Context: an optimization exercise on an open-source flow, tuned for small area and a short achievable clock period. The choices shown serve that exercise and are no tape-out recipe. In this exercise RTL edits were held to simulation tests only and were not proved equivalent to the original. Power and IR drop assume default switching activity.

==> flow/design.v (excerpt) <==
module SYS_CORE (
    input  wire       CLK,
    input  wire       RST,
    input  wire [7:0] RX_P_DATA,
    input  wire       RX_data_valid,
    input  wire       TX_Busy,
    output wire [7:0] TX_P_DATA,
    output wire       TX_DATA_VALID
);
Size in the first run: about 160 flip-flops, roughly 21 I/O pins, about 6300 um2 of cells after synthesis.
clock: 28.0 ns
lec_check: 0
cap_margin: 20
core_margin: 2
core_utilization: 60
cts_buf_list: sky130_fd_sc_hd__clkbuf_4 sky130_fd_sc_hd__clkbuf_8
slew_margin: 20
run.sh (not shown) runs the stock make flow with config.mk's settings and CLKGATE_MAP_FILE= SYNTH_SCRIPT=/design/flow/synth_recipe.tcl, a recipe that flattens the netlist after the stock synthesis.
Rerun with:
==> flow/flow/run.sh (new file) <==
#!/bin/bash
# Layout flow: the standard ORFS flow, with two changes that only affect
# how the layout is built:
#  * port buffers are small sky130_fd_sc_hd__buf_2 cells instead of the
#    default delay-buffer cells (every port still gets its buffer);
#  * repair_timing works to a larger setup margin, so it also sizes the
#    short input-to-output path (TX_Busy -> TX_DATA_VALID) that sets the
#    achieved period, which it would otherwise leave alone at 28 ns.
# Each step's full output stays in orfs/logs/; make's own output goes to
# flow_make.log in this folder.
set -euo pipefail
export BUFFER_PORTS_ARGS="-buffer_cell sky130_fd_sc_hd__buf_2"
bash standard.sh SETUP_SLACK_MARGIN=15.9 finish > flow_make.log 2>&1
==> flow/standard.sh (new file) <==
#!/bin/bash
# synth_recipe.tcl (not shown) runs the flow's synth.tcl, then flattens the netlist and writes it again
# the make line also repeats each setting of config.mk as NAME=value (left out here)
make -C /OpenROAD-flow-scripts/flow DESIGN_CONFIG=/design/flow/config.mk WORK_HOME=/design/flow/orfs CLKGATE_MAP_FILE= SYNTH_SCRIPT=/design/flow/synth_recipe.tcl "${@:-finish}"
removed: flow/run.sh
- critical path depth is unchanged
- count of clock-buffer cells in the layout came out higher by 5
- wire length is higher slightly
Rerun with:
==> flow/run.sh (new file) <==
#!/bin/bash
# synth_recipe.tcl (not shown) runs the flow's synth.tcl, then flattens the netlist and writes it again
# the make line also repeats each setting of config.mk as NAME=value (left out here)
make -C /OpenROAD-flow-scripts/flow DESIGN_CONFIG=/design/flow/config.mk WORK_HOME=/design/flow/orfs CLKGATE_MAP_FILE= SYNTH_SCRIPT=/design/flow/synth_recipe.tcl finish
- CORE_UTILIZATION: 60 -> 40
- CTS_BUF_LIST: sky130_fd_sc_hd__clkbuf_4 sky130_fd_sc_hd__clkbuf_8 -> unset
removed: flow/flow/run.sh
removed: flow/standard.sh
What happened: The new run finished with timing, DRC and antenna clean. Setup slack is worse by 800 ps. Synthesized cell count does not change. First-iteration DRC count decreases by 53%. Design area increases by 5.7%. Flip-flop and latch count does not change. Register-to-register slack is better by 30 ps. Via count decreases by 1.7%. Global-route usage decreases by 8.5 points. Sequential power decreases by about 2%.

SYS_CORE, a different RTL version from the one above (not shown whole).
Size: ~570 cells after synthesis, about 160 flip-flops, roughly 0.0062 mm2 of cells after synthesis.
## SYS_CORE
module SYS_CORE (
    input  wire       CLK,
    input  wire       RST,
    input  wire [7:0] RX_P_DATA,
    input  wire       RX_data_valid,
    input  wire       TX_Busy,
    output wire [7:0] TX_P_DATA,
    output wire       TX_DATA_VALID
);
clock: 28.0 ns
lec_check: 0
cap_margin: 20
core_margin: 2
core_utilization: 60
slew_margin: 20
standard.sh (not shown) runs the stock make flow with config.mk's settings and CLKGATE_MAP_FILE= SYNTH_SCRIPT=/design/flow/synth_recipe.tcl, a recipe that flattens the netlist after the stock synthesis.
==> flow/flow/run.sh <==
#!/bin/bash
# Layout flow: the standard ORFS flow (standard.sh, unchanged synthesis),
# with settings that only change how the layout is built:
#  * port buffers are small sky130_fd_sc_hd__buf_1 cells instead of the
#    default delay-buffer cells (every port still gets its buffer);
#  * clock tree: clkbuf_8 buffers and no dummy balancing loads;
#  * repair_timing works to a larger setup margin, so it also sizes the
#    short input-to-output path (TX_Busy -> TX_DATA_VALID) that sets the
#    achieved period; at 28 ns it would otherwise leave that path alone.
# Each step's full output stays in orfs/logs/; make's own output goes to
# flow_make.log in this folder.
set -euo pipefail
export BUFFER_PORTS_ARGS="-buffer_cell sky130_fd_sc_hd__buf_1"
export CTS_ARGS="-sink_clustering_enable -repair_clock_nets -dont_use_dummy_load -buf_list sky130_fd_sc_hd__clkbuf_8"
bash standard.sh SETUP_SLACK_MARGIN=17.5 finish > flow_make.log 2>&1
The first run finished with timing, DRC and antenna clean.
Rerun with:
--- a/flow/flow/run.sh
+++ b/flow/flow/run.sh
@@ -1,5 +1,8 @@
 #!/bin/bash
-# Layout flow: the standard ORFS flow (standard.sh, unchanged synthesis),
-# with settings that only change how the layout is built:
+# Layout flow: the standard ORFS flow (standard.sh), with settings that
+# only change how the layout is built:
+#  * synthesis is synth_recipe.tcl unchanged except for ABC's combinational
+#    mapping script (flow/synth.tcl: area-oriented amap); registers are the
+#    standard synthesis's;
 #  * port buffers are small sky130_fd_sc_hd__buf_1 cells instead of the
 #    default delay-buffer cells (every port still gets its buffer);
@@ -11,5 +14,7 @@
 # flow_make.log in this folder.
 set -euo pipefail
+HERE=$(pwd)
+export FLOW_SYNTH_TCL="$HERE/synth_recipe.tcl"
 export BUFFER_PORTS_ARGS="-buffer_cell sky130_fd_sc_hd__buf_1"
 export CTS_ARGS="-sink_clustering_enable -repair_clock_nets -dont_use_dummy_load -buf_list sky130_fd_sc_hd__clkbuf_8"
-bash standard.sh SETUP_SLACK_MARGIN=17.5 finish > flow_make.log 2>&1
+bash standard.sh "SYNTH_SCRIPT=$HERE/flow/synth.tcl" SETUP_SLACK_MARGIN=17.5 finish > flow_make.log 2>&1
==> flow/flow/synth.tcl (new file) <==
# Synthesis: the standard synthesis script (synth_recipe.tcl, unchanged),
# with only ABC's combinational mapping script replaced by an area-oriented
# one (amap). Registers are mapped before ABC runs, so they are the standard
# synthesis's registers, with the same names and cell types.
proc abc {args} {
  set keep {}
  set skip 0
  foreach a $args {
    if {$skip} { set skip 0; continue }
    if {$a eq "-script" || $a eq "-D"} { set skip 1; continue }
    lappend keep $a
  }
  lappend keep -script "+strash;dch,-f;amap;strash;dch,-f;amap;topo"
  puts "area abc: $keep"
  yosys abc {*}$keep
}
source $::env(FLOW_SYNTH_TCL)
Utilization rises by 3.1 points.
Worst hold slack got worse by 0.0078 ns.
Sequential share of layout area rises by 2.3 points.
Routed wire length came out higher by 4.9%.
Total power rises by 1.3%.
Final cell count barely changes.
Flip-flop and latch count is unchanged.

[static timing again, ports no longer ideal]
Ports are ideal in the flow. The routed layouts listed here were re-timed in OpenROAD. Step 1: set_driving_cell puts a clkbuf_16 on CLK and a buf_2 on each other input, an assumption about the parent block. Step 2, shift: input delay + t, output delay - t, t = (earliest + latest rising clock arrival at the registers) / 2. This alone moves slack from input paths to output paths. a / b / c = ideal / step 1 / step 2; a / b = the first two.
run	shift t [ns]	setup WS [ns]	hold WS [ns]	worst setup path after step 2	worst slew at a driven data input, ns
the first run of note 1	0.475	15.601 / 15.578 / 15.578	0.324 / 0.324 / 0.324	input to output	0.04
the second run of note 1	0.485	16.337 / 16.319 / 16.319	0.320 / 0.320 / 0.320	input to output	0.04
the third run of note 1	0.461	15.536 / 15.514 / 15.514	0.325 / 0.325 / 0.325	input to output	0.03
the first run of note 2	0.463	16.491 / 16.460 / 16.460	0.320 / 0.320 / 0.320	input to output	0.04
the second run of note 2	0.465	16.477 / 16.447 / 16.447	0.312 / 0.312 / 0.312	input to output	0.04
After both steps setup and hold are still met in every run listed. For the first run of note 2, which loses most, drivers alone change the setup slack by -0.031 ns; drivers and shift together by -0.031 ns.
